Background: an optimization exercise with open tools, aiming at small area and a short achievable clock period. Do not read the settings as production practice. No functional check of the RTL was part of any run shown here.

==> flow/design.v, too long to show whole: its modules and the start of the top module <==
// module iir_fa: 4 lines
// module iir_ha: 4 lines
// module iir_gp: 4 lines
// module iir_g: 3 lines
// module iir_gpn: 4 lines
// module iir_gn: 3 lines
// module iir_gpi: 4 lines
// module iir_gi: 3 lines
// module iir_nor: 3 lines
// module iir_nand: 3 lines
// module iir_andn: 3 lines
// module iir_xo: 3 lines
// module iir_xn: 3 lines
// module iir_or: 3 lines
// module pipelined_iir: 11645 lines
module pipelined_iir(clk, reset, x, y);
  // ...
==> flow/flow/run.sh <==
#!/bin/bash
set -euo pipefail
export SETUP_SLACK_MARGIN=16
bash standard.sh MATCH_CELL_FOOTPRINT=0 finish > standard.log 2>&1
==> flow/standard.sh <==
#!/bin/bash
# synth_recipe.tcl (not shown) runs the flow's synth.tcl, then flattens the netlist and writes it again
# the make line also repeats each setting of config.mk as NAME=value (left out here)
make -C /OpenROAD-flow-scripts/flow DESIGN_CONFIG=/design/flow/config.mk WORK_HOME=/design/flow/orfs CLKGATE_MAP_FILE= SYNTH_SCRIPT=/design/flow/synth_recipe.tcl "${@:-finish}"
==> flow/config.mk <==
export PLATFORM = sky130hd
export DESIGN_NAME = pipelined_iir
export DESIGN_NICKNAME = pipelined_iir
export VERILOG_FILES = /design/flow/design.v
export SDC_FILE = /design/flow/constraint.sdc
export NUM_CORES = 8
export LEC_CHECK = 0
export CAP_MARGIN = 15
export CORE_MARGIN = 2
export CORE_UTILIZATION = 45
export PLACE_DENSITY = 0.75
export SLEW_MARGIN = 15
export SYNTH_HIERARCHICAL = 1
export SYNTH_MINIMUM_KEEP_SIZE = 0
==> flow/constraint.sdc <==
create_clock -name core_clock -period 32.0 [get_ports {clk}]
set_input_delay 6.4000 -clock core_clock [delete_from_list [all_inputs] [get_ports {clk}]]
set_output_delay 6.4000 -clock core_clock [all_outputs]
set_load 0.01 [all_outputs]
==> flow_summary_export.csv, run 1 <==
group,metric,value,unit
run_status,status,"finished clean",
synth,synth_cell_type_count,75,
min_path,worstHoldStart,"w7[2]$_DFF_P_",
synth,synth_top_family_by_area,"adder cells",
synth,synth_compound_area_share,3.889,%
detailed_routing,first_iter_violations,11650,
synth,synth_top_area_share,65.01,%
sta,finalWorstSetupSlack,14.67,ns
synth,syn_inst,11110,
flow_run,maxCapViolations,0,
die,io_pins,66,
sta,worstMarginPinSlew,1.376,ns
die,core_area,321700,um^2
cells_and_area,drive_above_1_share,14.55,%
global_routing,use_met2,53.40,%
critical_path,crit_cells,18,
critical_path,r2r_slack,16.19,ns
critical_path,crit_required,25.60,ns
cells_and_area,largest_class,"multi-input combinational cells",
cells_and_area,diodes,32,
sta,fmax,0.05769,GHz
critical_path,critPathCapture,"y[31]",
synth,synth-seq-cells,829,
critical_path,path_cells,"buf_12 > buf_12 > buf_12 > fa_1 > fa_2 > fa_1 > fa_2 > ha_4 > nand2_2 > nor2_4 > nand2_2 > o21ai_4 > clkinvlp_4 > buf_6 > o21ai_2 > a21oi_2 > xnor2_4 > buf_6",
cells_and_area,clk_share,2.531,%
sta,setup-violations-final,0,
clock_network,cts_made_buffers,118,
sta,setup_tns,0,ns
cells_and_area,sh_seq_area,10.08,%
placement,routabilityCongestion,1.059,
clock_network,root_buffer,"clkbuf_16",
sta,slew_violations,0,
synth,synth_ff_type,"dfxtp_1",
sta,hold_viol,0,
cells_and_area,final_util,51.42,%
clock_network,clk_pin_slew,0.06,ns
synth,post_synth_most_frequent_cells,"4732 x fa_1, 2079 x inv_1, 895 x ha_1",
==> run 2, diff against run 1 <==
--- a/flow/design.v
+++ b/flow/design.v
@@ -31,16 +31,23 @@
   assign y = ~(a | b);
 endmodule
 module iir_nand(input wire a, input wire b, output wire y);
   assign y = ~(a & b);
 endmodule
 module iir_andn(input wire a, input wire b, output wire y);
   assign y = ~a & b;
 endmodule
+module iir_gpa(input wire gh, input wire ph, input wire gl, input wire pl, output wire g, output wire p);
+  assign g = gh & (ph | gl);
+  assign p = ph | pl;
+endmodule
+module iir_ga(input wire gh, input wire ph, input wire gl, output wire g);
+  assign g = gh & (ph | gl);
+endmodule
 module iir_xo(input wire a, input wire b, output wire y);
   assign y = a ^ b;
 endmodule
 module iir_xn(input wire a, input wire b, output wire y);
   assign y = ~(a ^ b);
 endmodule
 module iir_or(input wire a, input wire b, output wire y);
   assign y = a | b;
@@ -9938,201 +9945,175 @@
   wire n14751, n14752; iir_gpn un14751 (.gh(n14675), .ph(n14674), .gl(n14673), .pl(n14672), .g(n14751), .p(n14752));
   wire n14753, n14754; iir_gpn un14753 (.gh(n14679), .ph(n14678), .gl(n14677), .pl(n14676), .g(n14753), .p(n14754));
   wire n14755, n14756; iir_gpn un14755 (.gh(n14683), .ph(n14682), .gl(n14681), .pl(n14680), .g(n14755), .p(n14756));
   wire n14757, n14758; iir_gpn un14757 (.gh(n14687), .ph(n14686), .gl(n14685), .pl(n14684), .g(n14757), .p(n14758));
   wire n14759, n14760; iir_gpn un14759 (.gh(n14691), .ph(n14690), .gl(n14689), .pl(n14688), .g(n14759), .p(n14760));
   wire n14761, n14762; iir_gpn un14761 (.gh(n14695), .ph(n14694), .gl(n14693), .pl(n14692), .g(n14761), .p(n14762));
   wire n14763, n14764; iir_gpn un14763 (.gh(n14699), .ph(n14698), .gl(n14697), .pl(n14696), .g(n14763), .p(n14764));
   wire n14765, n14766; iir_gpn un14765 (.gh(n14703), .ph(n14702), .gl(n14701), .pl(n14700), .g(n14765), .p(n14766));
-  wire n14767 = ~n14704;
+  wire n14767; iir_g cn14767 (.gh(n14579), .ph(n14578), .gl(n14577), .g(n14767));
   wire n14768; iir_gn un14768 (.gh(n14581), .ph(n14580), .gl(n14767), .g(n14768));
   wire n14769; iir_gi un14769 (.gh(n14705), .ph(n14706), .gl(n14704), .g(n14769));
-  wire n14770 = ~n14707;
-  wire n14771 = ~n14708;
+  wire n14770, n14771; iir_gp cn14770 (.gh(n14587), .ph(n14586), .gl(n14585), .pl(n14584), .g(n14770), .p(n14771));
   wire n14772, n14773; iir_gpn un14772 (.gh(n14589), .ph(n14588), .gl(n14770), .pl(n14771), .g(n14772), .p(n14773));
   wire n14774, n14775; iir_gpi un14774 (.gh(n14709), .ph(n14710), .gl(n14707), .pl(n14708), .g(n14774), .p(n14775));
-  wire n14776 = ~n14711;
-  wire n14777 = ~n14712;
+  wire n14776, n14777; iir_gp cn14776 (.gh(n14595), .ph(n14594), .gl(n14593), .pl(n14592), .g(n14776), .p(n14777));
   wire n14778, n14779; iir_gpn un14778 (.gh(n14597), .ph(n14596), .gl(n14776), .pl(n14777), .g(n14778), .p(n14779));
   wire n14780, n14781; iir_gpi un14780 (.gh(n14713), .ph(n14714), .gl(n14711), .pl(n14712), .g(n14780), .p(n14781));
-  wire n14782 = ~n14715;
-  wire n14783 = ~n14716;
+  wire n14782, n14783; iir_gp cn14782 (.gh(n14603), .ph(n14602), .gl(n14601), .pl(n14600), .g(n14782), .p(n14783));
   wire n14784, n14785; iir_gpn un14784 (.gh(n14605), .ph(n14604), .gl(n14782), .pl(n14783), .g(n14784), .p(n14785));
   wire n14786, n14787; iir_gpi un14786 (.gh(n14717), .ph(n14718), .gl(n14715), .pl(n14716), .g(n14786), .p(n14787));
-  wire n14788 = ~n14719;
-  wire n14789 = ~n14720;
+  wire n14788, n14789; iir_gp cn14788 (.gh(n14611), .ph(n14610), .gl(n14609), .pl(n14608), .g(n14788), .p(n14789));
   wire n14790, n14791; iir_gpn un14790 (.gh(n14613), .ph(n14612), .gl(n14788), .pl(n14789), .g(n14790), .p(n14791));
   wire n14792, n14793; iir_gpi un14792 (.gh(n14721), .ph(n14722), .gl(n14719), .pl(n14720), .g(n14792), .p(n14793));
-  wire n14794 = ~n14723;
-  wire n14795 = ~n14724;
+  wire n14794, n14795; iir_gp cn14794 (.gh(n14619), .ph(n14618), .gl(n14617), .pl(n14616), .g(n14794), .p(n14795));
   wire n14796, n14797; iir_gpn un14796 (.gh(n14621), .ph(n14620), .gl(n14794), .pl(n14795), .g(n14796), .p(n14797));
   wire n14798, n14799; iir_gpi un14798 (.gh(n14725), .ph(n14726), .gl(n14723), .pl(n14724), .g(n14798), .p(n14799));
-  wire n14800 = ~n14727;
-  wire n14801 = ~n14728;
+  wire n14800, n14801; iir_gp cn14800 (.gh(n14627), .ph(n14626), .gl(n14625), .pl(n14624), .g(n14800), .p(n14801));
   wire n14802, n14803; iir_gpn un14802 (.gh(n14629), .ph(n14628), .gl(n14800), .pl(n14801), .g(n14802), .p(n14803));
   wire n14804, n14805; iir_gpi un14804 (.gh(n14729), .ph(n14730), .gl(n14727), .pl(n14728), .g(n14804), .p(n14805));
-  wire n14806 = ~n14731;
-  wire n14807 = ~n14732;
+  wire n14806, n14807; iir_gp cn14806 (.gh(n14635), .ph(n14634), .gl(n14633), .pl(n14632), .g(n14806), .p(n14807));
   wire n14808, n14809; iir_gpn un14808 (.gh(n14637), .ph(n14636), .gl(n14806), .pl(n14807), .g(n14808), .p(n14809));
   wire n14810, n14811; iir_gpi un14810 (.gh(n14733), .ph(n14734), .gl(n14731), .pl(n14732), .g(n14810), .p(n14811));
-  wire n14812 = ~n14735;
-  wire n14813 = ~n14736;
+  wire n14812, n14813; iir_gp cn14812 (.gh(n14643), .ph(n14642), .gl(n14641), .pl(n14640), .g(n14812), .p(n14813));
   wire n14814, n14815; iir_gpn un14814 (.gh(n14645), .ph(n14644), .gl(n14812), .pl(n14813), .g(n14814), .p(n14815));
   wire n14816, n14817; iir_gpi un14816 (.gh(n14737), .ph(n14738), .gl(n14735), .pl(n14736), .g(n14816), .p(n14817));
-  wire n14818 = ~n14739;
-  wire n14819 = ~n14740;
+  wire n14818, n14819; iir_gp cn14818 (.gh(n14651), .ph(n14650), .gl(n14649), .pl(n14648), .g(n14818), .p(n14819));
   wire n14820, n14821; iir_gpn un14820 (.gh(n14653), .ph(n14652), .gl(n14818), .pl(n14819), .g(n14820), .p(n14821));
   wire n14822, n14823; iir_gpi un14822 (.gh(n14741), .ph(n14742), .gl(n14739), .pl(n14740), .g(n14822), .p(n14823));
-  wire n14824 = ~n14743;
-  wire n14825 = ~n14744;
+  wire n14824, n14825; iir_gp cn14824 (.gh(n14659), .ph(n14658), .gl(n14657), .pl(n14656), .g(n14824), .p(n14825));
   wire n14826, n14827; iir_gpn un14826 (.gh(n14661), .ph(n14660), .gl(n14824), .pl(n14825), .g(n14826), .p(n14827));
   wire n14828, n14829; iir_gpi un14828 (.gh(n14745), .ph(n14746), .gl(n14743), .pl(n14744), .g(n14828), .p(n14829));
-  wire n14830 = ~n14747;
-  wire n14831 = ~n14748;
+  wire n14830, n14831; iir_gp cn14830 (.gh(n14667), .ph(n14666), .gl(n14665), .pl(n14664), .g(n14830), .p(n14831));
   wire n14832, n14833; iir_gpn un14832 (.gh(n14669), .ph(n14668), .gl(n14830), .pl(n14831), .g(n14832), .p(n14833));
   wire n14834, n14835; iir_gpi un14834 (.gh(n14749), .ph(n14750), .gl(n14747), .pl(n14748), .g(n14834), .p(n14835));
-  wire n14836 = ~n14751;
-  wire n14837 = ~n14752;
+  wire n14836, n14837; iir_gp cn14836 (.gh(n14675), .ph(n14674), .gl(n14673), .pl(n14672), .g(n14836), .p(n14837));
   wire n14838, n14839; iir_gpn un14838 (.gh(n14677), .ph(n14676), .gl(n14836), .pl(n14837), .g(n14838), .p(n14839));
   wire n14840, n14841; iir_gpi un14840 (.gh(n14753), .ph(n14754), .gl(n14751), .pl(n14752), .g(n14840), .p(n14841));
-  wire n14842 = ~n14755;
-  wire n14843 = ~n14756;
+  wire n14842, n14843; iir_gp cn14842 (.gh(n14683), .ph(n14682), .gl(n14681), .pl(n14680), .g(n14842), .p(n14843));
   wire n14844, n14845; iir_gpn un14844 (.gh(n14685), .ph(n14684), .gl(n14842), .pl(n14843), .g(n14844), .p(n14845));
   wire n14846, n14847; iir_gpi un14846 (.gh(n14757), .ph(n14758), .gl(n14755), .pl(n14756), .g(n14846), .p(n14847));
-  wire n14848 = ~n14759;
-  wire n14849 = ~n14760;
+  wire n14848, n14849; iir_gp cn14848 (.gh(n14691), .ph(n14690), .gl(n14689), .pl(n14688), .g(n14848), .p(n14849));
   wire n14850, n14851; iir_gpn un14850 (.gh(n14693), .ph(n14692), .gl(n14848), .pl(n14849), .g(n14850), .p(n14851));
   wire n14852, n14853; iir_gpi un14852 (.gh(n14761), .ph(n14762), .gl(n14759), .pl(n14760), .g(n14852), .p(n14853));
-  wire n14854 = ~n14763;
-  wire n14855 = ~n14764;
+  wire n14854, n14855; iir_gp cn14854 (.gh(n14699), .ph(n14698), .gl(n14697), .pl(n14696), .g(n14854), .p(n14855));
   wire n14856, n14857; iir_gpn un14856 (.gh(n14701), .ph(n14700), .gl(n14854), .pl(n14855), .g(n14856), .p(n14857));
   wire n14858, n14859; iir_gpi un14858 (.gh(n14765), .ph(n14766), .gl(n14763), .pl(n14764), .g(n14858), .p(n14859));
   wire n14860; iir_gn un14860 (.gh(n14585), .ph(n14584), .gl(n14769), .g(n14860));
-  wire n14861 = ~n14769;
+  wire n14861; iir_ga cn14861 (.gh(n14705), .ph(n14706), .gl(n14704), .g(n14861));
   wire n14862; iir_gi un14862 (.gh(n14707), .ph(n14708), .gl(n14861), .g(n14862));
   wire n14863; iir_gi un14863 (.gh(n14772), .ph(n14773), .gl(n14861), .g(n14863));
   wire n14864; iir_gn un14864 (.gh(n14774), .ph(n14775), .gl(n14769), .g(n14864));
   wire n14865, n14866; iir_gpn un14865 (.gh(n14601), .ph(n14600), .gl(n14780), .pl(n14781), .g(n14865), .p(n14866));
-  wire n14867 = ~n14780;
-  wire n14868 = ~n14781;
+  wire n14867, n14868; iir_gpa cn14867 (.gh(n14713), .ph(n14714), .gl(n14711), .pl(n14712), .g(n14867), .p(n14868));
   wire n14869, n14870; iir_gpi un14869 (.gh(n14715), .ph(n14716), .gl(n14867), .pl(n14868), .g(n14869), .p(n14870));
   wire n14871, n14872; iir_gpi un14871 (.gh(n14784), .ph(n14785), .gl(n14867), .pl(n14868), .g(n14871), .p(n14872));
   wire n14873, n14874; iir_gpn un14873 (.gh(n14786), .ph(n14787), .gl(n14780), .pl(n14781), .g(n14873), .p(n14874));
   wire n14875, n14876; iir_gpn un14875 (.gh(n14617), .ph(n14616), .gl(n14792), .pl(n14793), .g(n14875), .p(n14876));
-  wire n14877 = ~n14792;
-  wire n14878 = ~n14793;
+  wire n14877, n14878; iir_gpa cn14877 (.gh(n14721), .ph(n14722), .gl(n14719), .pl(n14720), .g(n14877), .p(n14878));
   wire n14879, n14880; iir_gpi un14879 (.gh(n14723), .ph(n14724), .gl(n14877), .pl(n14878), .g(n14879), .p(n14880));
   wire n14881, n14882; iir_gpi un14881 (.gh(n14796), .ph(n14797), .gl(n14877), .pl(n14878), .g(n14881), .p(n14882));
   wire n14883, n14884; iir_gpn un14883 (.gh(n14798), .ph(n14799), .gl(n14792), .pl(n14793), .g(n14883), .p(n14884));
   wire n14885, n14886; iir_gpn un14885 (.gh(n14633), .ph(n14632), .gl(n14804), .pl(n14805), .g(n14885), .p(n14886));
-  wire n14887 = ~n14804;
-  wire n14888 = ~n14805;
+  wire n14887, n14888; iir_gpa cn14887 (.gh(n14729), .ph(n14730), .gl(n14727), .pl(n14728), .g(n14887), .p(n14888));
   wire n14889, n14890; iir_gpi un14889 (.gh(n14731), .ph(n14732), .gl(n14887), .pl(n14888), .g(n14889), .p(n14890));
   wire n14891, n14892; iir_gpi un14891 (.gh(n14808), .ph(n14809), .gl(n14887), .pl(n14888), .g(n14891), .p(n14892));
   wire n14893, n14894; iir_gpn un14893 (.gh(n14810), .ph(n14811), .gl(n14804), .pl(n14805), .g(n14893), .p(n14894));
   wire n14895, n14896; iir_gpn un14895 (.gh(n14649), .ph(n14648), .gl(n14816), .pl(n14817), .g(n14895), .p(n14896));
-  wire n14897 = ~n14816;
-  wire n14898 = ~n14817;
+  wire n14897, n14898; iir_gpa cn14897 (.gh(n14737), .ph(n14738), .gl(n14735), .pl(n14736), .g(n14897), .p(n14898));
   wire n14899, n14900; iir_gpi un14899 (.gh(n14739), .ph(n14740), .gl(n14897), .pl(n14898), .g(n14899), .p(n14900));
   wire n14901, n14902; iir_gpi un14901 (.gh(n14820), .ph(n14821), .gl(n14897), .pl(n14898), .g(n14901), .p(n14902));
   wire n14903, n14904; iir_gpn un14903 (.gh(n14822), .ph(n14823), .gl(n14816), .pl(n14817), .g(n14903), .p(n14904));
   wire n14905, n14906; iir_gpn un14905 (.gh(n14665), .ph(n14664), .gl(n14828), .pl(n14829), .g(n14905), .p(n14906));
-  wire n14907 = ~n14828;
-  wire n14908 = ~n14829;
+  wire n14907, n14908; iir_gpa cn14907 (.gh(n14745), .ph(n14746), .gl(n14743), .pl(n14744), .g(n14907), .p(n14908));
   wire n14909, n14910; iir_gpi un14909 (.gh(n14747), .ph(n14748), .gl(n14907), .pl(n14908), .g(n14909), .p(n14910));
   wire n14911, n14912; iir_gpi un14911 (.gh(n14832), .ph(n14833), .gl(n14907), .pl(n14908), .g(n14911), .p(n14912));
   wire n14913, n14914; iir_gpn un14913 (.gh(n14834), .ph(n14835), .gl(n14828), .pl(n14829), .g(n14913), .p(n14914));
   wire n14915, n14916; iir_gpn un14915 (.gh(n14681), .ph(n14680), .gl(n14840), .pl(n14841), .g(n14915), .p(n14916));
-  wire n14917 = ~n14840;
-  wire n14918 = ~n14841;
+  wire n14917, n14918; iir_gpa cn14917 (.gh(n14753), .ph(n14754), .gl(n14751), .pl(n14752), .g(n14917), .p(n14918));
   wire n14919, n14920; iir_gpi un14919 (.gh(n14755), .ph(n14756), .gl(n14917), .pl(n14918), .g(n14919), .p(n14920));
   wire n14921, n14922; iir_gpi un14921 (.gh(n14844), .ph(n14845), .gl(n14917), .pl(n14918), .g(n14921), .p(n14922));
   wire n14923, n14924; iir_gpn un14923 (.gh(n14846), .ph(n14847), .gl(n14840), .pl(n14841), .g(n14923), .p(n14924));
   wire n14925, n14926; iir_gpn un14925 (.gh(n14697), .ph(n14696), .gl(n14852), .pl(n14853), .g(n14925), .p(n14926));
-  wire n14927 = ~n14852;
-  wire n14928 = ~n14853;
+  wire n14927, n14928; iir_gpa cn14927 (.gh(n14761), .ph(n14762), .gl(n14759), .pl(n14760), .g(n14927), .p(n14928));
   wire n14929, n14930; iir_gpi un14929 (.gh(n14763), .ph(n14764), .gl(n14927), .pl(n14928), .g(n14929), .p(n14930));
   wire n14931, n14932; iir_gpi un14931 (.gh(n14856), .ph(n14857), .gl(n14927), .pl(n14928), .g(n14931), .p(n14932));
   wire n14933, n14934; iir_gpn un14933 (.gh(n14858), .ph(n14859), .gl(n14852), .pl(n14853), .g(n14933), .p(n14934));
-  wire n14935 = ~n14864;
+  wire n14935; iir_g cn14935 (.gh(n14774), .ph(n14775), .gl(n14769), .g(n14935));
   wire n14936; iir_gn un14936 (.gh(n14593), .ph(n14592), .gl(n14935), .g(n14936));
   wire n14937; iir_gi un14937 (.gh(n14711), .ph(n14712), .gl(n14864), .g(n14937));
   wire n14938; iir_gi un14938 (.gh(n14778), .ph(n14779), .gl(n14864), .g(n14938));
   wire n14939; iir_gn un14939 (.gh(n14780), .ph(n14781), .gl(n14935), .g(n14939));
   wire n14940; iir_gi un14940 (.gh(n14865), .ph(n14866), .gl(n14864), .g(n14940));
   wire n14941; iir_gn un14941 (.gh(n14869), .ph(n14870), .gl(n14935), .g(n14941));
   wire n14942; iir_gn un14942 (.gh(n14871), .ph(n14872), .gl(n14935), .g(n14942));
   wire n14943; iir_gi un14943 (.gh(n14873), .ph(n14874), .gl(n14864), .g(n14943));
-  wire n14944 = ~n14883;
-  wire n14945 = ~n14884;
+  wire n14944, n14945; iir_gp cn14944 (.gh(n14798), .ph(n14799), .gl(n14792), .pl(n14793), .g(n14944), .p(n14945));
   wire n14946, n14947; iir_gpn un14946 (.gh(n14625), .ph(n14624), .gl(n14944), .pl(n14945), .g(n14946), .p(n14947));
   wire n14948, n14949; iir_gpi un14948 (.gh(n14727), .ph(n14728), .gl(n14883), .pl(n14884), .g(n14948), .p(n14949));
   wire n14950, n14951; iir_gpi un14950 (.gh(n14802), .ph(n14803), .gl(n14883), .pl(n14884), .g(n14950), .p(n14951));
   wire n14952, n14953; iir_gpn un14952 (.gh(n14804), .ph(n14805), .gl(n14944), .pl(n14945), .g(n14952), .p(n14953));
   wire n14954, n14955; iir_gpi un14954 (.gh(n14885), .ph(n14886), .gl(n14883), .pl(n14884), .g(n14954), .p(n14955));
   wire n14956, n14957; iir_gpn un14956 (.gh(n14889), .ph(n14890), .gl(n14944), .pl(n14945), .g(n14956), .p(n14957));
   wire n14958, n14959; iir_gpn un14958 (.gh(n14891), .ph(n14892), .gl(n14944), .pl(n14945), .g(n14958), .p(n14959));
   wire n14960, n14961; iir_gpi un14960 (.gh(n14893), .ph(n14894), .gl(n14883), .pl(n14884), .g(n14960), .p(n14961));
-  wire n14962 = ~n14903;
-  wire n14963 = ~n14904;
+  wire n14962, n14963; iir_gp cn14962 (.gh(n14822), .ph(n14823), .gl(n14816), .pl(n14817), .g(n14962), .p(n14963));
   wire n14964, n14965; iir_gpn un14964 (.gh(n14657), .ph(n14656), .gl(n14962), .pl(n14963), .g(n14964), .p(n14965));
   wire n14966, n14967; iir_gpi un14966 (.gh(n14743), .ph(n14744), .gl(n14903), .pl(n14904), .g(n14966), .p(n14967));
   wire n14968, n14969; iir_gpi un14968 (.gh(n14826), .ph(n14827), .gl(n14903), .pl(n14904), .g(n14968), .p(n14969));
   wire n14970, n14971; iir_gpn un14970 (.gh(n14828), .ph(n14829), .gl(n14962), .pl(n14963), .g(n14970), .p(n14971));
   wire n14972, n14973; iir_gpi un14972 (.gh(n14905), .ph(n14906), .gl(n14903), .pl(n14904), .g(n14972), .p(n14973));
   wire n14974, n14975; iir_gpn un14974 (.gh(n14909), .ph(n14910), .gl(n14962), .pl(n14963), .g(n14974), .p(n14975));
   wire n14976, n14977; iir_gpn un14976 (.gh(n14911), .ph(n14912), .gl(n14962), .pl(n14963), .g(n14976), .p(n14977));
   wire n14978, n14979; iir_gpi un14978 (.gh(n14913), .ph(n14914), .gl(n14903), .pl(n14904), .g(n14978), .p(n14979));
-  wire n14980 = ~n14923;
-  wire n14981 = ~n14924;
+  wire n14980, n14981; iir_gp cn14980 (.gh(n14846), .ph(n14847), .gl(n14840), .pl(n14841), .g(n14980), .p(n14981));
   wire n14982, n14983; iir_gpn un14982 (.gh(n14689), .ph(n14688), .gl(n14980), .pl(n14981), .g(n14982), .p(n14983));
   wire n14984, n14985; iir_gpi un14984 (.gh(n14759), .ph(n14760), .gl(n14923), .pl(n14924), .g(n14984), .p(n14985));
   wire n14986, n14987; iir_gpi un14986 (.gh(n14850), .ph(n14851), .gl(n14923), .pl(n14924), .g(n14986), .p(n14987));
   wire n14988, n14989; iir_gpn un14988 (.gh(n14852), .ph(n14853), .gl(n14980), .pl(n14981), .g(n14988), .p(n14989));
   wire n14990, n14991; iir_gpi un14990 (.gh(n14925), .ph(n14926), .gl(n14923), .pl(n14924), .g(n14990), .p(n14991));
   wire n14992, n14993; iir_gpn un14992 (.gh(n14929), .ph(n14930), .gl(n14980), .pl(n14981), .g(n14992), .p(n14993));
   wire n14994, n14995; iir_gpn un14994 (.gh(n14931), .ph(n14932), .gl(n14980), .pl(n14981), .g(n14994), .p(n14995));
   wire n14996, n14997; iir_gpi un14996 (.gh(n14933), .ph(n14934), .gl(n14923), .pl(n14924), .g(n14996), .p(n14997));
   wire n14998; iir_gn un14998 (.gh(n14609), .ph(n14608), .gl(n14943), .g(n14998));
-  wire n14999 = ~n14943;
+  wire n14999; iir_ga cn14999 (.gh(n14873), .ph(n14874), .gl(n14864), .g(n14999));
   wire n15000; iir_gi un15000 (.gh(n14719), .ph(n14720), .gl(n14999), .g(n15000));
   wire n15001; iir_gi un15001 (.gh(n14790), .ph(n14791), .gl(n14999), .g(n15001));
   wire n15002; iir_gn un15002 (.gh(n14792), .ph(n14793), .gl(n14943), .g(n15002));
   wire n15003; iir_gi un15003 (.gh(n14875), .ph(n14876), .gl(n14999), .g(n15003));
   wire n15004; iir_gn un15004 (.gh(n14879), .ph(n14880), .gl(n14943), .g(n15004));
   wire n15005; iir_gn un15005 (.gh(n14881), .ph(n14882), .gl(n14943), .g(n15005));
   wire n15006; iir_gi un15006 (.gh(n14883), .ph(n14884), .gl(n14999), .g(n15006));
   wire n15007; iir_gi un15007 (.gh(n14946), .ph(n14947), .gl(n14999), .g(n15007));
   wire n15008; iir_gn un15008 (.gh(n14948), .ph(n14949), .gl(n14943), .g(n15008));
   wire n15009; iir_gn un15009 (.gh(n14950), .ph(n14951), .gl(n14943), .g(n15009));
   wire n15010; iir_gi un15010 (.gh(n14952), .ph(n14953), .gl(n14999), .g(n15010));
   wire n15011; iir_gn un15011 (.gh(n14954), .ph(n14955), .gl(n14943), .g(n15011));
   wire n15012; iir_gi un15012 (.gh(n14956), .ph(n14957), .gl(n14999), .g(n15012));
   wire n15013; iir_gi un15013 (.gh(n14958), .ph(n14959), .gl(n14999), .g(n15013));
   wire n15014; iir_gn un15014 (.gh(n14960), .ph(n14961), .gl(n14943), .g(n15014));
   wire n15015, n15016; iir_gpn un15015 (.gh(n14673), .ph(n14672), .gl(n14978), .pl(n14979), .g(n15015), .p(n15016));
-  wire n15017 = ~n14978;
-  wire n15018 = ~n14979;
+  wire n15017, n15018; iir_gpa cn15017 (.gh(n14913), .ph(n14914), .gl(n14903), .pl(n14904), .g(n15017), .p(n15018));
   wire n15019, n15020; iir_gpi un15019 (.gh(n14751), .ph(n14752), .gl(n15017), .pl(n15018), .g(n15019), .p(n15020));
   wire n15021, n15022; iir_gpi un15021 (.gh(n14838), .ph(n14839), .gl(n15017), .pl(n15018), .g(n15021), .p(n15022));
   wire n15023, n15024; iir_gpn un15023 (.gh(n14840), .ph(n14841), .gl(n14978), .pl(n14979), .g(n15023), .p(n15024));
   wire n15025, n15026; iir_gpi un15025 (.gh(n14915), .ph(n14916), .gl(n15017), .pl(n15018), .g(n15025), .p(n15026));
   wire n15027, n15028; iir_gpn un15027 (.gh(n14919), .ph(n14920), .gl(n14978), .pl(n14979), .g(n15027), .p(n15028));
   wire n15029, n15030; iir_gpn un15029 (.gh(n14921), .ph(n14922), .gl(n14978), .pl(n14979), .g(n15029), .p(n15030));
   wire n15031, n15032; iir_gpi un15031 (.gh(n14923), .ph(n14924), .gl(n15017), .pl(n15018), .g(n15031), .p(n15032));
   wire n15033, n15034; iir_gpi un15033 (.gh(n14982), .ph(n14983), .gl(n15017), .pl(n15018), .g(n15033), .p(n15034));
   wire n15035, n15036; iir_gpn un15035 (.gh(n14984), .ph(n14985), .gl(n14978), .pl(n14979), .g(n15035), .p(n15036));
   wire n15037, n15038; iir_gpn un15037 (.gh(n14986), .ph(n14987), .gl(n14978), .pl(n14979), .g(n15037), .p(n15038));
   wire n15039, n15040; iir_gpi un15039 (.gh(n14988), .ph(n14989), .gl(n15017), .pl(n15018), .g(n15039), .p(n15040));
   wire n15041, n15042; iir_gpn un15041 (.gh(n14990), .ph(n14991), .gl(n14978), .pl(n14979), .g(n15041), .p(n15042));
   wire n15043, n15044; iir_gpi un15043 (.gh(n14992), .ph(n14993), .gl(n15017), .pl(n15018), .g(n15043), .p(n15044));
   wire n15045, n15046; iir_gpi un15045 (.gh(n14994), .ph(n14995), .gl(n15017), .pl(n15018), .g(n15045), .p(n15046));
   wire n15047, n15048; iir_gpn un15047 (.gh(n14996), .ph(n14997), .gl(n14978), .pl(n14979), .g(n15047), .p(n15048));
-  wire n15049 = ~n15014;
+  wire n15049; iir_g cn15049 (.gh(n14960), .ph(n14961), .gl(n14943), .g(n15049));
   wire n15050; iir_gn un15050 (.gh(n14641), .ph(n14640), .gl(n15049), .g(n15050));
   wire n15051; iir_gi un15051 (.gh(n14735), .ph(n14736), .gl(n15014), .g(n15051));
   wire n15052; iir_gi un15052 (.gh(n14814), .ph(n14815), .gl(n15014), .g(n15052));
   wire n15053; iir_gn un15053 (.gh(n14816), .ph(n14817), .gl(n15049), .g(n15053));
   wire n15054; iir_gi un15054 (.gh(n14895), .ph(n14896), .gl(n15014), .g(n15054));
   wire n15055; iir_gn un15055 (.gh(n14899), .ph(n14900), .gl(n15049), .g(n15055));
   wire n15056; iir_gn un15056 (.gh(n14901), .ph(n14902), .gl(n15049), .g(n15056));
   wire n15057; iir_gi un15057 (.gh(n14903), .ph(n14904), .gl(n15014), .g(n15057));
@@ -10552,201 +10533,175 @@
   wire n115780, n115781; iir_gpn un115780 (.gh(n115704), .ph(n115703), .gl(n115702), .pl(n115701), .g(n115780), .p(n115781));
   wire n115782, n115783; iir_gpn un115782 (.gh(n115708), .ph(n115707), .gl(n115706), .pl(n115705), .g(n115782), .p(n115783));
   wire n115784, n115785; iir_gpn un115784 (.gh(n115712), .ph(n115711), .gl(n115710), .pl(n115709), .g(n115784), .p(n115785));
   wire n115786, n115787; iir_gpn un115786 (.gh(n115716), .ph(n115715), .gl(n115714), .pl(n115713), .g(n115786), .p(n115787));
   wire n115788, n115789; iir_gpn un115788 (.gh(n115720), .ph(n115719), .gl(n115718), .pl(n115717), .g(n115788), .p(n115789));
   wire n115790, n115791; iir_gpn un115790 (.gh(n115724), .ph(n115723), .gl(n115722), .pl(n115721), .g(n115790), .p(n115791));
   wire n115792, n115793; iir_gpn un115792 (.gh(n115728), .ph(n115727), .gl(n115726), .pl(n115725), .g(n115792), .p(n115793));
   wire n115794, n115795; iir_gpn un115794 (.gh(n115732), .ph(n115731), .gl(n115730), .pl(n115729), .g(n115794), .p(n115795));
-  wire n115796 = ~n115733;
+  wire n115796; iir_g cn115796 (.gh(n115608), .ph(n115607), .gl(n115606), .g(n115796));
   wire n115797; iir_gn un115797 (.gh(n115610), .ph(n115609), .gl(n115796), .g(n115797));
   wire n115798; iir_gi un115798 (.gh(n115734), .ph(n115735), .gl(n115733), .g(n115798));
-  wire n115799 = ~n115736;
-  wire n115800 = ~n115737;
+  wire n115799, n115800; iir_gp cn115799 (.gh(n115616), .ph(n115615), .gl(n115614), .pl(n115613), .g(n115799), .p(n115800));
   wire n115801, n115802; iir_gpn un115801 (.gh(n115618), .ph(n115617), .gl(n115799), .pl(n115800), .g(n115801), .p(n115802));
   wire n115803, n115804; iir_gpi un115803 (.gh(n115738), .ph(n115739), .gl(n115736), .pl(n115737), .g(n115803), .p(n115804));
-  wire n115805 = ~n115740;
-  wire n115806 = ~n115741;
+  wire n115805, n115806; iir_gp cn115805 (.gh(n115624), .ph(n115623), .gl(n115622), .pl(n115621), .g(n115805), .p(n115806));
   wire n115807, n115808; iir_gpn un115807 (.gh(n115626), .ph(n115625), .gl(n115805), .pl(n115806), .g(n115807), .p(n115808));
   wire n115809, n115810; iir_gpi un115809 (.gh(n115742), .ph(n115743), .gl(n115740), .pl(n115741), .g(n115809), .p(n115810));
-  wire n115811 = ~n115744;
-  wire n115812 = ~n115745;
+  wire n115811, n115812; iir_gp cn115811 (.gh(n115632), .ph(n115631), .gl(n115630), .pl(n115629), .g(n115811), .p(n115812));
   wire n115813, n115814; iir_gpn un115813 (.gh(n115634), .ph(n115633), .gl(n115811), .pl(n115812), .g(n115813), .p(n115814));
   wire n115815, n115816; iir_gpi un115815 (.gh(n115746), .ph(n115747), .gl(n115744), .pl(n115745), .g(n115815), .p(n115816));
-  wire n115817 = ~n115748;
-  wire n115818 = ~n115749;
+  wire n115817, n115818; iir_gp cn115817 (.gh(n115640), .ph(n115639), .gl(n115638), .pl(n115637), .g(n115817), .p(n115818));
   wire n115819, n115820; iir_gpn un115819 (.gh(n115642), .ph(n115641), .gl(n115817), .pl(n115818), .g(n115819), .p(n115820));
   wire n115821, n115822; iir_gpi un115821 (.gh(n115750), .ph(n115751), .gl(n115748), .pl(n115749), .g(n115821), .p(n115822));
-  wire n115823 = ~n115752;
-  wire n115824 = ~n115753;
+  wire n115823, n115824; iir_gp cn115823 (.gh(n115648), .ph(n115647), .gl(n115646), .pl(n115645), .g(n115823), .p(n115824));
   wire n115825, n115826; iir_gpn un115825 (.gh(n115650), .ph(n115649), .gl(n115823), .pl(n115824), .g(n115825), .p(n115826));
   wire n115827, n115828; iir_gpi un115827 (.gh(n115754), .ph(n115755), .gl(n115752), .pl(n115753), .g(n115827), .p(n115828));
-  wire n115829 = ~n115756;
-  wire n115830 = ~n115757;
+  wire n115829, n115830; iir_gp cn115829 (.gh(n115656), .ph(n115655), .gl(n115654), .pl(n115653), .g(n115829), .p(n115830));
   wire n115831, n115832; iir_gpn un115831 (.gh(n115658), .ph(n115657), .gl(n115829), .pl(n115830), .g(n115831), .p(n115832));
   wire n115833, n115834; iir_gpi un115833 (.gh(n115758), .ph(n115759), .gl(n115756), .pl(n115757), .g(n115833), .p(n115834));
-  wire n115835 = ~n115760;
-  wire n115836 = ~n115761;
+  wire n115835, n115836; iir_gp cn115835 (.gh(n115664), .ph(n115663), .gl(n115662), .pl(n115661), .g(n115835), .p(n115836));
   wire n115837, n115838; iir_gpn un115837 (.gh(n115666), .ph(n115665), .gl(n115835), .pl(n115836), .g(n115837), .p(n115838));
   wire n115839, n115840; iir_gpi un115839 (.gh(n115762), .ph(n115763), .gl(n115760), .pl(n115761), .g(n115839), .p(n115840));
-  wire n115841 = ~n115764;
-  wire n115842 = ~n115765;
+  wire n115841, n115842; iir_gp cn115841 (.gh(n115672), .ph(n115671), .gl(n115670), .pl(n115669), .g(n115841), .p(n115842));
   wire n115843, n115844; iir_gpn un115843 (.gh(n115674), .ph(n115673), .gl(n115841), .pl(n115842), .g(n115843), .p(n115844));
   wire n115845, n115846; iir_gpi un115845 (.gh(n115766), .ph(n115767), .gl(n115764), .pl(n115765), .g(n115845), .p(n115846));
-  wire n115847 = ~n115768;
-  wire n115848 = ~n115769;
+  wire n115847, n115848; iir_gp cn115847 (.gh(n115680), .ph(n115679), .gl(n115678), .pl(n115677), .g(n115847), .p(n115848));
   wire n115849, n115850; iir_gpn un115849 (.gh(n115682), .ph(n115681), .gl(n115847), .pl(n115848), .g(n115849), .p(n115850));
   wire n115851, n115852; iir_gpi un115851 (.gh(n115770), .ph(n115771), .gl(n115768), .pl(n115769), .g(n115851), .p(n115852));
-  wire n115853 = ~n115772;
-  wire n115854 = ~n115773;
+  wire n115853, n115854; iir_gp cn115853 (.gh(n115688), .ph(n115687), .gl(n115686), .pl(n115685), .g(n115853), .p(n115854));
   wire n115855, n115856; iir_gpn un115855 (.gh(n115690), .ph(n115689), .gl(n115853), .pl(n115854), .g(n115855), .p(n115856));
   wire n115857, n115858; iir_gpi un115857 (.gh(n115774), .ph(n115775), .gl(n115772), .pl(n115773), .g(n115857), .p(n115858));
-  wire n115859 = ~n115776;
-  wire n115860 = ~n115777;
+  wire n115859, n115860; iir_gp cn115859 (.gh(n115696), .ph(n115695), .gl(n115694), .pl(n115693), .g(n115859), .p(n115860));
   wire n115861, n115862; iir_gpn un115861 (.gh(n115698), .ph(n115697), .gl(n115859), .pl(n115860), .g(n115861), .p(n115862));
   wire n115863, n115864; iir_gpi un115863 (.gh(n115778), .ph(n115779), .gl(n115776), .pl(n115777), .g(n115863), .p(n115864));
-  wire n115865 = ~n115780;
-  wire n115866 = ~n115781;
+  wire n115865, n115866; iir_gp cn115865 (.gh(n115704), .ph(n115703), .gl(n115702), .pl(n115701), .g(n115865), .p(n115866));
   wire n115867, n115868; iir_gpn un115867 (.gh(n115706), .ph(n115705), .gl(n115865), .pl(n115866), .g(n115867), .p(n115868));
   wire n115869, n115870; iir_gpi un115869 (.gh(n115782), .ph(n115783), .gl(n115780), .pl(n115781), .g(n115869), .p(n115870));
-  wire n115871 = ~n115784;
-  wire n115872 = ~n115785;
+  wire n115871, n115872; iir_gp cn115871 (.gh(n115712), .ph(n115711), .gl(n115710), .pl(n115709), .g(n115871), .p(n115872));
   wire n115873, n115874; iir_gpn un115873 (.gh(n115714), .ph(n115713), .gl(n115871), .pl(n115872), .g(n115873), .p(n115874));
   wire n115875, n115876; iir_gpi un115875 (.gh(n115786), .ph(n115787), .gl(n115784), .pl(n115785), .g(n115875), .p(n115876));
-  wire n115877 = ~n115788;
-  wire n115878 = ~n115789;
+  wire n115877, n115878; iir_gp cn115877 (.gh(n115720), .ph(n115719), .gl(n115718), .pl(n115717), .g(n115877), .p(n115878));
   wire n115879, n115880; iir_gpn un115879 (.gh(n115722), .ph(n115721), .gl(n115877), .pl(n115878), .g(n115879), .p(n115880));
   wire n115881, n115882; iir_gpi un115881 (.gh(n115790), .ph(n115791), .gl(n115788), .pl(n115789), .g(n115881), .p(n115882));
-  wire n115883 = ~n115792;
-  wire n115884 = ~n115793;
+  wire n115883, n115884; iir_gp cn115883 (.gh(n115728), .ph(n115727), .gl(n115726), .pl(n115725), .g(n115883), .p(n115884));
   wire n115885, n115886; iir_gpn un115885 (.gh(n115730), .ph(n115729), .gl(n115883), .pl(n115884), .g(n115885), .p(n115886));
   wire n115887, n115888; iir_gpi un115887 (.gh(n115794), .ph(n115795), .gl(n115792), .pl(n115793), .g(n115887), .p(n115888));
   wire n115889; iir_gn un115889 (.gh(n115614), .ph(n115613), .gl(n115798), .g(n115889));
-  wire n115890 = ~n115798;
+  wire n115890; iir_ga cn115890 (.gh(n115734), .ph(n115735), .gl(n115733), .g(n115890));
   wire n115891; iir_gi un115891 (.gh(n115736), .ph(n115737), .gl(n115890), .g(n115891));
   wire n115892; iir_gi un115892 (.gh(n115801), .ph(n115802), .gl(n115890), .g(n115892));
   wire n115893; iir_gn un115893 (.gh(n115803), .ph(n115804), .gl(n115798), .g(n115893));
   wire n115894, n115895; iir_gpn un115894 (.gh(n115630), .ph(n115629), .gl(n115809), .pl(n115810), .g(n115894), .p(n115895));
-  wire n115896 = ~n115809;
-  wire n115897 = ~n115810;
+  wire n115896, n115897; iir_gpa cn115896 (.gh(n115742), .ph(n115743), .gl(n115740), .pl(n115741), .g(n115896), .p(n115897));
   wire n115898, n115899; iir_gpi un115898 (.gh(n115744), .ph(n115745), .gl(n115896), .pl(n115897), .g(n115898), .p(n115899));
   wire n115900, n115901; iir_gpi un115900 (.gh(n115813), .ph(n115814), .gl(n115896), .pl(n115897), .g(n115900), .p(n115901));
   wire n115902, n115903; iir_gpn un115902 (.gh(n115815), .ph(n115816), .gl(n115809), .pl(n115810), .g(n115902), .p(n115903));
   wire n115904, n115905; iir_gpn un115904 (.gh(n115646), .ph(n115645), .gl(n115821), .pl(n115822), .g(n115904), .p(n115905));
-  wire n115906 = ~n115821;
-  wire n115907 = ~n115822;
+  wire n115906, n115907; iir_gpa cn115906 (.gh(n115750), .ph(n115751), .gl(n115748), .pl(n115749), .g(n115906), .p(n115907));
   wire n115908, n115909; iir_gpi un115908 (.gh(n115752), .ph(n115753), .gl(n115906), .pl(n115907), .g(n115908), .p(n115909));
   wire n115910, n115911; iir_gpi un115910 (.gh(n115825), .ph(n115826), .gl(n115906), .pl(n115907), .g(n115910), .p(n115911));
   wire n115912, n115913; iir_gpn un115912 (.gh(n115827), .ph(n115828), .gl(n115821), .pl(n115822), .g(n115912), .p(n115913));
   wire n115914, n115915; iir_gpn un115914 (.gh(n115662), .ph(n115661), .gl(n115833), .pl(n115834), .g(n115914), .p(n115915));
-  wire n115916 = ~n115833;
-  wire n115917 = ~n115834;
+  wire n115916, n115917; iir_gpa cn115916 (.gh(n115758), .ph(n115759), .gl(n115756), .pl(n115757), .g(n115916), .p(n115917));
   wire n115918, n115919; iir_gpi un115918 (.gh(n115760), .ph(n115761), .gl(n115916), .pl(n115917), .g(n115918), .p(n115919));
   wire n115920, n115921; iir_gpi un115920 (.gh(n115837), .ph(n115838), .gl(n115916), .pl(n115917), .g(n115920), .p(n115921));
   wire n115922, n115923; iir_gpn un115922 (.gh(n115839), .ph(n115840), .gl(n115833), .pl(n115834), .g(n115922), .p(n115923));
   wire n115924, n115925; iir_gpn un115924 (.gh(n115678), .ph(n115677), .gl(n115845), .pl(n115846), .g(n115924), .p(n115925));
-  wire n115926 = ~n115845;
-  wire n115927 = ~n115846;
+  wire n115926, n115927; iir_gpa cn115926 (.gh(n115766), .ph(n115767), .gl(n115764), .pl(n115765), .g(n115926), .p(n115927));
   wire n115928, n115929; iir_gpi un115928 (.gh(n115768), .ph(n115769), .gl(n115926), .pl(n115927), .g(n115928), .p(n115929));
   wire n115930, n115931; iir_gpi un115930 (.gh(n115849), .ph(n115850), .gl(n115926), .pl(n115927), .g(n115930), .p(n115931));
   wire n115932, n115933; iir_gpn un115932 (.gh(n115851), .ph(n115852), .gl(n115845), .pl(n115846), .g(n115932), .p(n115933));
   wire n115934, n115935; iir_gpn un115934 (.gh(n115694), .ph(n115693), .gl(n115857), .pl(n115858), .g(n115934), .p(n115935));
-  wire n115936 = ~n115857;
-  wire n115937 = ~n115858;
+  wire n115936, n115937; iir_gpa cn115936 (.gh(n115774), .ph(n115775), .gl(n115772), .pl(n115773), .g(n115936), .p(n115937));
   wire n115938, n115939; iir_gpi un115938 (.gh(n115776), .ph(n115777), .gl(n115936), .pl(n115937), .g(n115938), .p(n115939));
   wire n115940, n115941; iir_gpi un115940 (.gh(n115861), .ph(n115862), .gl(n115936), .pl(n115937), .g(n115940), .p(n115941));
   wire n115942, n115943; iir_gpn un115942 (.gh(n115863), .ph(n115864), .gl(n115857), .pl(n115858), .g(n115942), .p(n115943));
   wire n115944, n115945; iir_gpn un115944 (.gh(n115710), .ph(n115709), .gl(n115869), .pl(n115870), .g(n115944), .p(n115945));
-  wire n115946 = ~n115869;
-  wire n115947 = ~n115870;
+  wire n115946, n115947; iir_gpa cn115946 (.gh(n115782), .ph(n115783), .gl(n115780), .pl(n115781), .g(n115946), .p(n115947));
   wire n115948, n115949; iir_gpi un115948 (.gh(n115784), .ph(n115785), .gl(n115946), .pl(n115947), .g(n115948), .p(n115949));
   wire n115950, n115951; iir_gpi un115950 (.gh(n115873), .ph(n115874), .gl(n115946), .pl(n115947), .g(n115950), .p(n115951));
   wire n115952, n115953; iir_gpn un115952 (.gh(n115875), .ph(n115876), .gl(n115869), .pl(n115870), .g(n115952), .p(n115953));
   wire n115954, n115955; iir_gpn un115954 (.gh(n115726), .ph(n115725), .gl(n115881), .pl(n115882), .g(n115954), .p(n115955));
-  wire n115956 = ~n115881;
-  wire n115957 = ~n115882;
+  wire n115956, n115957; iir_gpa cn115956 (.gh(n115790), .ph(n115791), .gl(n115788), .pl(n115789), .g(n115956), .p(n115957));
   wire n115958, n115959; iir_gpi un115958 (.gh(n115792), .ph(n115793), .gl(n115956), .pl(n115957), .g(n115958), .p(n115959));
   wire n115960, n115961; iir_gpi un115960 (.gh(n115885), .ph(n115886), .gl(n115956), .pl(n115957), .g(n115960), .p(n115961));
   wire n115962, n115963; iir_gpn un115962 (.gh(n115887), .ph(n115888), .gl(n115881), .pl(n115882), .g(n115962), .p(n115963));
-  wire n115964 = ~n115893;
+  wire n115964; iir_g cn115964 (.gh(n115803), .ph(n115804), .gl(n115798), .g(n115964));
   wire n115965; iir_gn un115965 (.gh(n115622), .ph(n115621), .gl(n115964), .g(n115965));
   wire n115966; iir_gi un115966 (.gh(n115740), .ph(n115741), .gl(n115893), .g(n115966));
   wire n115967; iir_gi un115967 (.gh(n115807), .ph(n115808), .gl(n115893), .g(n115967));
   wire n115968; iir_gn un115968 (.gh(n115809), .ph(n115810), .gl(n115964), .g(n115968));
   wire n115969; iir_gi un115969 (.gh(n115894), .ph(n115895), .gl(n115893), .g(n115969));
   wire n115970; iir_gn un115970 (.gh(n115898), .ph(n115899), .gl(n115964), .g(n115970));
   wire n115971; iir_gn un115971 (.gh(n115900), .ph(n115901), .gl(n115964), .g(n115971));
   wire n115972; iir_gi un115972 (.gh(n115902), .ph(n115903), .gl(n115893), .g(n115972));
-  wire n115973 = ~n115912;
-  wire n115974 = ~n115913;
+  wire n115973, n115974; iir_gp cn115973 (.gh(n115827), .ph(n115828), .gl(n115821), .pl(n115822), .g(n115973), .p(n115974));
   wire n115975, n115976; iir_gpn un115975 (.gh(n115654), .ph(n115653), .gl(n115973), .pl(n115974), .g(n115975), .p(n115976));
   wire n115977, n115978; iir_gpi un115977 (.gh(n115756), .ph(n115757), .gl(n115912), .pl(n115913), .g(n115977), .p(n115978));
   wire n115979, n115980; iir_gpi un115979 (.gh(n115831), .ph(n115832), .gl(n115912), .pl(n115913), .g(n115979), .p(n115980));
   wire n115981, n115982; iir_gpn un115981 (.gh(n115833), .ph(n115834), .gl(n115973), .pl(n115974), .g(n115981), .p(n115982));
   wire n115983, n115984; iir_gpi un115983 (.gh(n115914), .ph(n115915), .gl(n115912), .pl(n115913), .g(n115983), .p(n115984));
   wire n115985, n115986; iir_gpn un115985 (.gh(n115918), .ph(n115919), .gl(n115973), .pl(n115974), .g(n115985), .p(n115986));
   wire n115987, n115988; iir_gpn un115987 (.gh(n115920), .ph(n115921), .gl(n115973), .pl(n115974), .g(n115987), .p(n115988));
   wire n115989, n115990; iir_gpi un115989 (.gh(n115922), .ph(n115923), .gl(n115912), .pl(n115913), .g(n115989), .p(n115990));
-  wire n115991 = ~n115932;
-  wire n115992 = ~n115933;
+  wire n115991, n115992; iir_gp cn115991 (.gh(n115851), .ph(n115852), .gl(n115845), .pl(n115846), .g(n115991), .p(n115992));
   wire n115993, n115994; iir_gpn un115993 (.gh(n115686), .ph(n115685), .gl(n115991), .pl(n115992), .g(n115993), .p(n115994));
   wire n115995, n115996; iir_gpi un115995 (.gh(n115772), .ph(n115773), .gl(n115932), .pl(n115933), .g(n115995), .p(n115996));
   wire n115997, n115998; iir_gpi un115997 (.gh(n115855), .ph(n115856), .gl(n115932), .pl(n115933), .g(n115997), .p(n115998));
   wire n115999, n116000; iir_gpn un115999 (.gh(n115857), .ph(n115858), .gl(n115991), .pl(n115992), .g(n115999), .p(n116000));
   wire n116001, n116002; iir_gpi un116001 (.gh(n115934), .ph(n115935), .gl(n115932), .pl(n115933), .g(n116001), .p(n116002));
   wire n116003, n116004; iir_gpn un116003 (.gh(n115938), .ph(n115939), .gl(n115991), .pl(n115992), .g(n116003), .p(n116004));
   wire n116005, n116006; iir_gpn un116005 (.gh(n115940), .ph(n115941), .gl(n115991), .pl(n115992), .g(n116005), .p(n116006));
   wire n116007, n116008; iir_gpi un116007 (.gh(n115942), .ph(n115943), .gl(n115932), .pl(n115933), .g(n116007), .p(n116008));
-  wire n116009 = ~n115952;
-  wire n116010 = ~n115953;
+  wire n116009, n116010; iir_gp cn116009 (.gh(n115875), .ph(n115876), .gl(n115869), .pl(n115870), .g(n116009), .p(n116010));
   wire n116011, n116012; iir_gpn un116011 (.gh(n115718), .ph(n115717), .gl(n116009), .pl(n116010), .g(n116011), .p(n116012));
   wire n116013, n116014; iir_gpi un116013 (.gh(n115788), .ph(n115789), .gl(n115952), .pl(n115953), .g(n116013), .p(n116014));
   wire n116015, n116016; iir_gpi un116015 (.gh(n115879), .ph(n115880), .gl(n115952), .pl(n115953), .g(n116015), .p(n116016));
   wire n116017, n116018; iir_gpn un116017 (.gh(n115881), .ph(n115882), .gl(n116009), .pl(n116010), .g(n116017), .p(n116018));
   wire n116019, n116020; iir_gpi un116019 (.gh(n115954), .ph(n115955), .gl(n115952), .pl(n115953), .g(n116019), .p(n116020));
   wire n116021, n116022; iir_gpn un116021 (.gh(n115958), .ph(n115959), .gl(n116009), .pl(n116010), .g(n116021), .p(n116022));
   wire n116023, n116024; iir_gpn un116023 (.gh(n115960), .ph(n115961), .gl(n116009), .pl(n116010), .g(n116023), .p(n116024));
   wire n116025, n116026; iir_gpi un116025 (.gh(n115962), .ph(n115963), .gl(n115952), .pl(n115953), .g(n116025), .p(n116026));
   wire n116027; iir_gn un116027 (.gh(n115638), .ph(n115637), .gl(n115972), .g(n116027));
-  wire n116028 = ~n115972;
+  wire n116028; iir_ga cn116028 (.gh(n115902), .ph(n115903), .gl(n115893), .g(n116028));
   wire n116029; iir_gi un116029 (.gh(n115748), .ph(n115749), .gl(n116028), .g(n116029));
   wire n116030; iir_gi un116030 (.gh(n115819), .ph(n115820), .gl(n116028), .g(n116030));
   wire n116031; iir_gn un116031 (.gh(n115821), .ph(n115822), .gl(n115972), .g(n116031));
   wire n116032; iir_gi un116032 (.gh(n115904), .ph(n115905), .gl(n116028), .g(n116032));
   wire n116033; iir_gn un116033 (.gh(n115908), .ph(n115909), .gl(n115972), .g(n116033));
   wire n116034; iir_gn un116034 (.gh(n115910), .ph(n115911), .gl(n115972), .g(n116034));
   wire n116035; iir_gi un116035 (.gh(n115912), .ph(n115913), .gl(n116028), .g(n116035));
   wire n116036; iir_gi un116036 (.gh(n115975), .ph(n115976), .gl(n116028), .g(n116036));
   wire n116037; iir_gn un116037 (.gh(n115977), .ph(n115978), .gl(n115972), .g(n116037));
   wire n116038; iir_gn un116038 (.gh(n115979), .ph(n115980), .gl(n115972), .g(n116038));
   wire n116039; iir_gi un116039 (.gh(n115981), .ph(n115982), .gl(n116028), .g(n116039));
   wire n116040; iir_gn un116040 (.gh(n115983), .ph(n115984), .gl(n115972), .g(n116040));
   wire n116041; iir_gi un116041 (.gh(n115985), .ph(n115986), .gl(n116028), .g(n116041));
   wire n116042; iir_gi un116042 (.gh(n115987), .ph(n115988), .gl(n116028), .g(n116042));
   wire n116043; iir_gn un116043 (.gh(n115989), .ph(n115990), .gl(n115972), .g(n116043));
   wire n116044, n116045; iir_gpn un116044 (.gh(n115702), .ph(n115701), .gl(n116007), .pl(n116008), .g(n116044), .p(n116045));
-  wire n116046 = ~n116007;
-  wire n116047 = ~n116008;
+  wire n116046, n116047; iir_gpa cn116046 (.gh(n115942), .ph(n115943), .gl(n115932), .pl(n115933), .g(n116046), .p(n116047));
   wire n116048, n116049; iir_gpi un116048 (.gh(n115780), .ph(n115781), .gl(n116046), .pl(n116047), .g(n116048), .p(n116049));
   wire n116050, n116051; iir_gpi un116050 (.gh(n115867), .ph(n115868), .gl(n116046), .pl(n116047), .g(n116050), .p(n116051));
   wire n116052, n116053; iir_gpn un116052 (.gh(n115869), .ph(n115870), .gl(n116007), .pl(n116008), .g(n116052), .p(n116053));
   wire n116054, n116055; iir_gpi un116054 (.gh(n115944), .ph(n115945), .gl(n116046), .pl(n116047), .g(n116054), .p(n116055));
   wire n116056, n116057; iir_gpn un116056 (.gh(n115948), .ph(n115949), .gl(n116007), .pl(n116008), .g(n116056), .p(n116057));
   wire n116058, n116059; iir_gpn un116058 (.gh(n115950), .ph(n115951), .gl(n116007), .pl(n116008), .g(n116058), .p(n116059));
   wire n116060, n116061; iir_gpi un116060 (.gh(n115952), .ph(n115953), .gl(n116046), .pl(n116047), .g(n116060), .p(n116061));
   wire n116062, n116063; iir_gpi un116062 (.gh(n116011), .ph(n116012), .gl(n116046), .pl(n116047), .g(n116062), .p(n116063));
   wire n116064, n116065; iir_gpn un116064 (.gh(n116013), .ph(n116014), .gl(n116007), .pl(n116008), .g(n116064), .p(n116065));
   wire n116066, n116067; iir_gpn un116066 (.gh(n116015), .ph(n116016), .gl(n116007), .pl(n116008), .g(n116066), .p(n116067));
   wire n116068, n116069; iir_gpi un116068 (.gh(n116017), .ph(n116018), .gl(n116046), .pl(n116047), .g(n116068), .p(n116069));
   wire n116070, n116071; iir_gpn un116070 (.gh(n116019), .ph(n116020), .gl(n116007), .pl(n116008), .g(n116070), .p(n116071));
   wire n116072, n116073; iir_gpi un116072 (.gh(n116021), .ph(n116022), .gl(n116046), .pl(n116047), .g(n116072), .p(n116073));
   wire n116074, n116075; iir_gpi un116074 (.gh(n116023), .ph(n116024), .gl(n116046), .pl(n116047), .g(n116074), .p(n116075));
   wire n116076, n116077; iir_gpn un116076 (.gh(n116025), .ph(n116026), .gl(n116007), .pl(n116008), .g(n116076), .p(n116077));
-  wire n116078 = ~n116043;
+  wire n116078; iir_g cn116078 (.gh(n115989), .ph(n115990), .gl(n115972), .g(n116078));
   wire n116079; iir_gn un116079 (.gh(n115670), .ph(n115669), .gl(n116078), .g(n116079));
   wire n116080; iir_gi un116080 (.gh(n115764), .ph(n115765), .gl(n116043), .g(n116080));
   wire n116081; iir_gi un116081 (.gh(n115843), .ph(n115844), .gl(n116043), .g(n116081));
   wire n116082; iir_gn un116082 (.gh(n115845), .ph(n115846), .gl(n116078), .g(n116082));
   wire n116083; iir_gi un116083 (.gh(n115924), .ph(n115925), .gl(n116043), .g(n116083));
   wire n116084; iir_gn un116084 (.gh(n115928), .ph(n115929), .gl(n116078), .g(n116084));
   wire n116085; iir_gn un116085 (.gh(n115930), .ph(n115931), .gl(n116078), .g(n116085));
   wire n116086; iir_gi un116086 (.gh(n115932), .ph(n115933), .gl(n116043), .g(n116086));
==> flow/flow/run.sh (replaced) <==
#!/bin/bash
set -euo pipefail
export SETUP_SLACK_MARGIN=16
bash standard.sh MATCH_CELL_FOOTPRINT=0   finish > standard.log 2>&1
==> flow/config.mk (replaced) <==
export PLATFORM = sky130hd
export DESIGN_NAME = pipelined_iir
export DESIGN_NICKNAME = pipelined_iir
export VERILOG_FILES = /design/flow/design.v
export SDC_FILE = /design/flow/constraint.sdc
export NUM_CORES = 8
export LEC_CHECK = 0
export CAP_MARGIN = 40
export CORE_MARGIN = 2
export CORE_UTILIZATION = 45
export PLACE_DENSITY = 0.75
export SLEW_MARGIN = 40
export SYNTH_HIERARCHICAL = 1
export SYNTH_MINIMUM_KEEP_SIZE = 0
==> flow_summary_export.csv, run 2 <==
group,metric,value,unit
critical_path,critical_path_class,"in -> out",
global_routing,grt_pass1_wl,852600,um
min_path,hp-class,"reg -> reg",
synth,synth_adder_area_share,72.56,%
sta,setup_tns,0,ns
global_routing,overflow,0,
cells_and_area,layout_common_cells,"4653 x fa_1, 1962 x inv_1, 861 x ha_1, 782 x dfxtp_1, 624 x buf_4",
synth,yosysWarningCount,7,
critical_path,path_common_cell,"fa_1",
critical_path,reg2reg_to,"s1[62]$_DFF_P_",
placement,routabilityCongestion,1.049,
cells_and_area,area.growth.synth_to_final,13.80,%
synth,synth_top_family_by_area,"adder cells",
clock_network,ctsHtreeMaxLevel,3,
detailed_routing,first_iter_violations,11580,
placement,portBuffers,65,
sta,fmax,0.05852,GHz
detailed_routing,avgViaCountPerCell,5.999,
die,chipHeight,573.6,um
critical_path,path_cells,"buf_4 > buf_12 > buf_12 > fa_2 > fa_1 > fa_1 > fa_1 > ha_4 > nand2_4 > o21ai_4 > a21oi_4 > o21a_4 > buf_4 > o21ai_4 > a21oi_4 > xnor2_4 > buf_6",
die,io_pins,66,
clock_network,root_buffer,"clkbuf_16",
critical_path,crit_path_max_incr_delay,0.53,ns
die,start_util,45.13,%
detailed_routing,first_pass_iters,9,
critical_path,cp.arrival,10.69,ns
synth,synth_xor_area_share,2.022,%
critical_path,crit_slowest_cell,"fa_1",
sta,period_needed,17.09,ns
die,core_area,323500,um^2
synth,synth_cell_type_count,81,
detailed_routing,wirelength,606200,um
synth,ys_seq_area_share,11.37,%
die,die_x,573.6,um
sta,worstMarginPinSlew,1.032,ns
detailed_routing,drtAntennaViolNets,0,
critical_path,cp-end-kind,"output pin",
clock_network,clockBufferDepth,4,
global_routing,grt_max_degree,118,
synth,synth.most_common_cell,"fa_1",
global_routing,grtUsageTotal,38.18,%
detailed_routing,vias,98440,
synth,ys_async_sr_fraction,0,%
critical_path,crit_path_start,"x[18]",
placement,dpl.hpwl,459000,um
clock_network,clk_latency,0.96,ns
die,dieArea,329000,um^2
cells_and_area,layout_commonest_cell,"fa_1",
critical_path,regToRegStartpoint,"qr[5]$_SDFF_PP0_",
die,num_rows,209,
global_routing,gr-usage-met1,42.43,%
critical_path,reg2reg_depth,44,
detailed_routing,drcViolationCount,0,
sta,rsz0062_at_grt,"true",
critical_path,r2r_slack,16.34,ns
synth,synth_area_leader_cell,"fa_1",
critical_path,crit_path_start_kind,"primary input",
synth,syn_avg_cell_area,13.16,um^2
critical_path,cp_max_fo,6,
synth,synth-seq-cells,829,
cells_and_area,nFillCells,27000,
sta,period_share,53.40,%
cells_and_area,fin_nets,17610,
global_routing,antenna_found_initial,46,
sta,setup-violations-final,0,
synth,muxShareOfSynthArea,0,%
placement,dp_cells,15910,
flow_run,maxCapViolations,0,
synth,yosys.area_share.simple,4.510,%
synth,synthTopCellsByArea,"fa_1 65%, dfxtp_1 11%, ha_1 7.7%",
global_routing,grt_most_used_layer,"met2",
sta,skew,0.1168,ns
sta,relSlewSlack,30.79,%
detailed_routing,wl_per_cell,36.94,um
clock_network,clk_pin_slew,0.06,ns
global_routing,use_met2,52.22,%
cells_and_area,drive_above_1_share,14.88,%
synth,synth_compound_area_share,4.209,%
global_routing,met3_usage,21.58,%
synth,synth_ff_type,"dfxtp_1",
global_routing,grt_pass1_vias,109500,
critical_path,crit_required,25.60,ns
clock_network,cts.sinks,829,
cells_and_area,fin_cells,16410,
synth,synth_edf_count,0,
synth,netlist_area,146000,um^2
sta,slew_violations,0,
critical_path,critPathCapture,"y[31]",
cells_and_area,multiInputGateArea,125400,um^2
run_status,status,"finished clean",
synth,syn_inst,11090,
synth,synth_top_area_share,64.89,%
cells_and_area,seq_area,16660,um^2
synth,post_synth_most_frequent_cells,"4732 x fa_1, 1985 x inv_1, 895 x ha_1",
clock_network,cts_made_buffers,115,
clock_network,cts_tree,"built",
sta,hold_viol,0,
==> run 2: changes by cell type after synthesis, moves of 12 or more <==
| cell | change |
|---|---|
| a21o_1 | +29 |
| and2_1 | +26 |
| inv_1 | -94 |
| nand2_1 | -14 |
| o21a_1 | +21 |
| o21ai_0 | -13 |
| o21ai_1 | +12 |
| or2_1 | +17 |
==> run 2: Yosys stat by module, one instance, submodules excluded, excerpt <==
module / area, um^2 / times used / cells inside / flops+latches
iir_andn: 13.76 / 39 / 1 / 0
iir_xn: 8.758 / 52 / 1 / 0
iir_gi: 5.005 / 53 / 1 / 0
iir_nand: 3.754 / 333 / 1 / 0
iir_fa: 20.02 / 4565 / 1 / 0
iir_gn: 8.758 / 57 / 1 / 0
iir_xo: 8.758 / 15 / 1 / 0
iir_gpa: 13.76 / 15 / 2 / 0
iir_ga: 7.507 / 3 / 1 / 0
iir_gpn: 12.51 / 149 / 2 / 0
==> run 2: worst min-delay path by stage <==
stage	start	to	slack (ns)	depth (start not counted)
6_report	w6[3]$_DFF_P_	w5[3]$_DFF_P_	0.37	1
5_1_grt	w4[1]$_DFF_P_	w3[1]$_DFF_P_	0.38	1
4_1_cts	w8[0]$_DFF_P_	w7[0]$_DFF_P_	0.37	1
3_5_place_dp	w5[2]$_DFF_P_	w4[2]$_DFF_P_	0.35	1
3_3_place_gp	w6[0]$_DFF_P_	w5[0]$_DFF_P_	0.34	1
2_1_floorplan	w4[0]$_DFF_P_	w3[0]$_DFF_P_	0.34	1
==> run 2: layout make-up <==
class,count,area share [%]
Antenna cell,45,0.06778
Clock buffer,153,1.964
Clock inverter,58,0.5091
Inverter,1987,4.503
Multi-Input combinational cell,8237,75.47
Sequential cell,829,10.03
Tap cell,4325,3.257
Timing Repair Buffer,777,4.196
==> run 2: timing repair <==
item                                    CTS  global route
resized for setup                       563            72
endpoints found under the setup margin   59            63
gates cloned                             14             0
buffers inserted                        194            31
hold buffers                              0             0
pin swaps                               182            88
==> run 2: worst max-delay path: cells and delay by family <==
kind	cells	cell delay, ns
adder cells (fa/ha/maj)	5	2.13
buffers and inverters	5	0.81
AO/OA/AOI/OAI	5	0.81
XOR/XNOR	1	0.43
AND/OR/NAND/NOR	1	0.08
==> run 2: cells by family after synthesis <==
group	count (synthesis)
other	1
AOI/OAI and AO/OA	830
buffers and inverters	2041
and+or+nand+nor	1428
adders and majority gates	5627
DFF	829
xor gates and xnor gates	337
==> run 2: stage by stage <==
stage	hold slack (ns)	cell area (um^2)	worst slack (ns)	utilization, %
final	0.3663	166100	14.91	51.36
after global routing	0.3792	166000	14.84	51.33
after CTS	0.3670	165400	14.92	51.13
after detailed placement	0.3486	157600	13.02	48.73
after global placement	0.3447	157100	12.69	48.58
after floorplan	0.3434	146500	15.69	-
==> run 2: per-layer routing <==
metal,share of wire [%],up-vias
li1,-,35170
met1,31,51760
met2,40,8407
met3,17,3067
met4,12,42
met5,0.16,-

static timing again, ports no longer ideal:
No port has a modelled driver above. Below, the same layouts with a new extraction and two added sets of constraints. Step 1 (the two cells are an assumption about what drives the block):
set clk [get_ports {clk}]
set_driving_cell -lib_cell sky130_fd_sc_hd__clkbuf_16 $clk
set_driving_cell -lib_cell sky130_fd_sc_hd__buf_2 [delete_from_list [all_inputs] $clk]
Step 2, shift: input delay + t, output delay - t, t = (earliest + latest rising clock arrival at the registers) / 2. This alone moves slack from input paths to output paths. Three values: no drivers, after step 1, after step 2; two values: the first two.
run	shift t [ns]	setup WS [ns]	worst slew at a driven data input, ns	cell pins on the clock port's net
run 1	1.022	14.666 / 14.599 / 14.599	0.12	1
run 2	1.008	14.912 / 14.843 / 14.843	0.24	1
After both steps every run listed still meets setup and hold. For run 2, which loses most, drivers alone change the setup slack by -0.069 ns; drivers and shift together by -0.069 ns.
